Source: an optimization exercise on an open RTL-to-GDS flow (aim: small area and a short achievable clock period). Production flows keep margins and buffers that such runs may drop.
Where RTL was checked, it was by simulation tests only, not by an equivalence proof against the original.
Power is estimated from default activity; no workload was simulated.

## run a
Design fir_filter, start of the top module:
module fir_filter #(
    parameter DATA_WIDTH = 16,
    parameter TAPS       = 8
)(
    input  wire                      clk,
    input  wire                      rst,
    input  wire [DATA_WIDTH-1:0]     s_axis_tdata,
    input  wire                      s_axis_tvalid,
    output wire                      s_axis_tready,   
    input  wire                      s_axis_tlast,
    output reg  [DATA_WIDTH-1:0]     m_axis_tdata,
    output reg                       m_axis_tvalid,
    input  wire                      m_axis_tready,   
    output reg                       m_axis_tlast
);
Size in the first run: roughly 1100 cells after synthesis, ~40 I/O pins.
clock: 7.0 ns
lec_check: 0
abc_clock_period_in_ps: 2500
cap_margin: 20
core_margin: 2
core_utilization: 40
setup_slack_margin: 4.5
slew_margin: 20
run.sh (not shown) runs the stock make flow with config.mk's settings and CLKGATE_MAP_FILE= SYNTH_SCRIPT=/design/flow/synth_recipe.tcl, a recipe that flattens the netlist after the stock synthesis.
In summary, run a completed successfully, with a layout that passed the timing, design-rule and antenna checks.
> inputs changed (run a -> run b)
Settings: ABC_CLOCK_PERIOD_IN_PS removed (was 2500); SETUP_SLACK_MARGIN removed (was 4.5).
==> comparison <==
Between run b and run a, total power is lower for run b, run a comes in above that.
Compared with run a, run b shows area after detailed placement that has gone down slightly.
NOTE total combinational power run a->run b decreased by more than 10%
Taking run a over run b, the cell leakage power ratio works out to 1.15.
What run b reported for final area has to be multiplied by 1.16 to get the figure for run a.
Flip-flop and latch share of the layout cell area was lower in the run labelled run a.
On critical-path maximum fanout: between run b and run a, it ends up higher for run b.
Against run a as the reference, run b delivers a lower highest achievable clock rate.
Of run b and run a, the higher global-route usage belongs to run a.
Of run b and run a, it is run b that has the lower routed wire length.
Run b: clock period minus final worst setup slack is 760 ps higher than what run a reported.
No run of this note included a check of the RTL's function; only the layout flow was run.

* * *

Another version of the RTL of fir_filter (not shown whole).
Size: about 1300 cells after synthesis, ~160 flip-flops.
clock: 7.0 ns
lec_check: 0
abc_area: 1
cap_margin: 20
core_margin: 2
core_utilization: 40
cts_buf_list: sky130_fd_sc_hd__clkbuf_8
cts_cluster_size: 30
setup_slack_margin: 4.5
slew_margin: 20
buffer_ports_args: -buffer_cell sky130_fd_sc_hd__buf_2
cts_args: -sink_clustering_enable -repair_clock_nets -dont_use_dummy_load -sink_clustering_size 30 -buf_list sky130_fd_sc_hd__clkbuf_8
standard.sh (not shown) runs the stock make flow with config.mk's settings and CLKGATE_MAP_FILE= SYNTH_SCRIPT=/design/flow/synth_recipe.tcl, a recipe that flattens the netlist after the stock synthesis.
==> flow/flow/run.sh <==
#!/bin/bash
# Standard ORFS layout, except: the port buffers are plain buffers (buf_2)
# instead of delay cells, the resizer may swap a cell for one of another
# footprint, and CTS adds no dummy loads to balance the clock tree.
# ORFS keeps each step's own log under orfs/logs; make's output goes to layout.log.
set -euo pipefail
cat >> config.mk <<'EOC'
export BUFFER_PORTS_ARGS = -buffer_cell sky130_fd_sc_hd__buf_2
export CTS_ARGS = -sink_clustering_enable -repair_clock_nets -dont_use_dummy_load -sink_clustering_size 30 -buf_list sky130_fd_sc_hd__clkbuf_8
EOC
bash standard.sh MATCH_CELL_FOOTPRINT=0 finish > layout.log 2>&1
Edit:
==> flow/flow/run.sh (replaced) <==
#!/bin/bash
# Standard ORFS layout, with the port buffers made of plain buffers
# (buf_2) instead of delay cells, and the resizer free to swap a cell for
# one of another footprint. ORFS keeps each step's own log under orfs/logs.
set -euo pipefail
cat >> config.mk <<'EOC'
export BUFFER_PORTS_ARGS = -buffer_cell sky130_fd_sc_hd__buf_2
EOC
bash standard.sh MATCH_CELL_FOOTPRINT=0 finish > layout.log 2>&1
--- a/flow/config.mk
+++ b/flow/config.mk
@@ -8 +8 @@
-export ABC_AREA = 1
+export ABC_CLOCK_PERIOD_IN_PS = 2500
@@ -11 +11 @@
-export CORE_UTILIZATION = 40
+export CORE_UTILIZATION = 55
@@ -13,2 +13,4 @@
-export CTS_CLUSTER_SIZE = 30
-export SETUP_SLACK_MARGIN = 4.5
+export CTS_CLUSTER_DIAMETER = 60
+export CTS_CLUSTER_SIZE = 40
+export PLACE_DENSITY = 0.7
+export SETUP_SLACK_MARGIN = 4.6
@@ -17 +18,0 @@
-export CTS_ARGS = -sink_clustering_enable -repair_clock_nets -dont_use_dummy_load -sink_clustering_size 30 -buf_list sky130_fd_sc_hd__clkbuf_8
=>
- The changed run finished clean
- sequential power is lower by about 9%
- non-clock buffer count is higher by 55
- maximum frequency is lower by 1.7%
- core utilization is higher by 22 points
Edit:
==> flow/flow/run.sh (replaced) <==
#!/bin/bash
# Standard ORFS layout, except: the port buffers are plain buffers (buf_2)
# instead of delay cells, the resizer may swap a cell for one of another
# footprint, and CTS adds no dummy loads to balance the clock tree.
# ORFS keeps each step's own log under orfs/logs; make's output goes to layout.log.
set -euo pipefail
cat >> config.mk <<'EOC'
export BUFFER_PORTS_ARGS = -buffer_cell sky130_fd_sc_hd__buf_2
export CTS_ARGS = -sink_clustering_enable -repair_clock_nets -dont_use_dummy_load -sink_clustering_size 30 -root_buf sky130_fd_sc_hd__clkbuf_16 -buf_list sky130_fd_sc_hd__clkbuf_8
EOC
bash standard.sh MATCH_CELL_FOOTPRINT=0 finish > layout.log 2>&1
--- a/flow/config.mk
+++ b/flow/config.mk
@@ -8 +8 @@
-export ABC_CLOCK_PERIOD_IN_PS = 2500
+export ABC_AREA = 1
@@ -11 +11 @@
-export CORE_UTILIZATION = 55
+export CORE_UTILIZATION = 40
@@ -13,4 +13,2 @@
-export CTS_CLUSTER_DIAMETER = 60
-export CTS_CLUSTER_SIZE = 40
-export PLACE_DENSITY = 0.7
-export SETUP_SLACK_MARGIN = 4.6
+export CTS_CLUSTER_SIZE = 30
+export SETUP_SLACK_MARGIN = 4.7
@@ -18,0 +17 @@
+export CTS_ARGS = -sink_clustering_enable -repair_clock_nets -dont_use_dummy_load -sink_clustering_size 30 -root_buf sky130_fd_sc_hd__clkbuf_16 -buf_list sky130_fd_sc_hd__clkbuf_8
What happened: The new run finished with timing, DRC and antenna clean; setup slack improves by 0.16 ns; design area goes down by a few percent; core utilization goes down by 20 points; global-route usage goes down by 8.1 points; routed wire length goes down by a few percent; register-to-register slack improves by 0.16 ns; sequential power goes up by roughly a tenth; sequential share of layout area goes up by 1.2 points.
Edit:
--- a/flow/flow/run.sh
+++ b/flow/flow/run.sh
@@ -9 +9 @@
-export CTS_ARGS = -sink_clustering_enable -repair_clock_nets -dont_use_dummy_load -sink_clustering_size 30 -root_buf sky130_fd_sc_hd__clkbuf_16 -buf_list sky130_fd_sc_hd__clkbuf_8
+export CTS_ARGS = -sink_clustering_enable -repair_clock_nets -dont_use_dummy_load -sink_clustering_size 40 -sink_clustering_max_diameter 100 -root_buf sky130_fd_sc_hd__clkbuf_16 -buf_list sky130_fd_sc_hd__clkbuf_16
--- a/flow/config.mk
+++ b/flow/config.mk
@@ -17 +17 @@
-export CTS_ARGS = -sink_clustering_enable -repair_clock_nets -dont_use_dummy_load -sink_clustering_size 30 -root_buf sky130_fd_sc_hd__clkbuf_16 -buf_list sky130_fd_sc_hd__clkbuf_8
+export CTS_ARGS = -sink_clustering_enable -repair_clock_nets -dont_use_dummy_load -sink_clustering_size 40 -sink_clustering_max_diameter 100 -root_buf sky130_fd_sc_hd__clkbuf_16 -buf_list sky130_fd_sc_hd__clkbuf_16
Global-route usage goes up by 0.19 points.
Worst setup slack gets worse by 0.040 ns.
Via count stays flat.
Non-clock buffer count drops by 4.
Clock power grows by 40%.
Synthesized area does not change.
Combinational power is higher by about 0.9%.
Final area is higher by about 1.5%.
Edit:
--- a/flow/flow/run.sh
+++ b/flow/flow/run.sh
@@ -9 +9 @@
-export CTS_ARGS = -sink_clustering_enable -repair_clock_nets -dont_use_dummy_load -sink_clustering_size 40 -sink_clustering_max_diameter 100 -root_buf sky130_fd_sc_hd__clkbuf_16 -buf_list sky130_fd_sc_hd__clkbuf_16
+export CTS_ARGS = -sink_clustering_enable -repair_clock_nets -dont_use_dummy_load -sink_clustering_size 30 -buf_list sky130_fd_sc_hd__clkbuf_8
--- a/flow/config.mk
+++ b/flow/config.mk
@@ -17 +17 @@
-export CTS_ARGS = -sink_clustering_enable -repair_clock_nets -dont_use_dummy_load -sink_clustering_size 40 -sink_clustering_max_diameter 100 -root_buf sky130_fd_sc_hd__clkbuf_16 -buf_list sky130_fd_sc_hd__clkbuf_16
+export CTS_ARGS = -sink_clustering_enable -repair_clock_nets -dont_use_dummy_load -sink_clustering_size 30 -buf_list sky130_fd_sc_hd__clkbuf_8
Setup slack improved by 0.017 ns.
Total power falls by about 9%.
Via count falls by 0.90%.
Global-route usage falls by 0.16 points.
Wire length falls by 1.5%.
First-iteration DRC count falls by about 17%.
Final cell count is about the same.
Design area falls by 1.7%.
Flip-flop and latch count does not change.
Edit:
--- a/flow/config.mk
+++ b/flow/config.mk
@@ -9,0 +10,2 @@
+export CELL_PAD_IN_SITES_DETAIL_PLACEMENT = 0
+export CELL_PAD_IN_SITES_GLOBAL_PLACEMENT = 0
@@ -12,3 +14,2 @@
-export CTS_BUF_LIST = sky130_fd_sc_hd__clkbuf_8
-export CTS_CLUSTER_SIZE = 30
-export SETUP_SLACK_MARGIN = 4.7
+export GPL_ROUTABILITY_DRIVEN = 0
+export SETUP_SLACK_MARGIN = 4.6
Outcome: First-iteration DRC count increases by 20%; worst setup slack is about the same; maximum frequency barely changes; combinational power fell by 3.7%; final area is lower by 1.8%; total power went down by 1.6%; clock skew falls by 0.0053 ns.

[port drivers added, routing unchanged]
No port has a modelled driver above. Below, the same layouts with a new extraction and two added sets of constraints. Step 1 sets driving cells, clkbuf_16 on the clock port and buf_2 on the other inputs (assumed; they add their load-dependent delay and slew). Step 2, shift: input delay + t, output delay - t, t = (earliest + latest rising clock arrival at the registers) / 2. This alone moves slack from input paths to output paths. a / b / c = ideal / step 1 / step 2; a / b = the first two.
run | t (ns) | slack for setup (ns) | hold WS [ns]
run a | 0.475 | 3.340 / 3.340 / 3.340 | 0.352 / 0.352 / 0.352
run b | 0.475 | 2.582 / 2.582 / 2.582 | 0.359 / 0.359 / 0.359
the first run of note 2 | 0.485 | 4.553 / 4.535 / 4.086 | 0.368 / 0.368 / 0.368
the second run of note 2 | 0.500 | 4.512 / 4.512 / 4.062 | 0.358 / 0.358 / 0.358
the third run of note 2 | 0.423 | 4.676 / 4.676 / 4.390 | 0.359 / 0.359 / 0.359
the fourth run of note 2 | 0.468 | 4.636 / 4.636 / 4.365 | 0.346 / 0.346 / 0.346
the fifth run of note 2 | 0.491 | 4.653 / 4.610 / 4.315 | 0.352 / 0.352 / 0.352
the sixth run of note 2 | 0.485 | 4.655 / 4.644 / 4.195 | 0.368 / 0.368 / 0.368
After both steps every run listed still meets setup and hold. The setup slack of the first run of note 2, which loses most, moves by -0.018 ns with the drivers and by -0.467 ns with both steps.
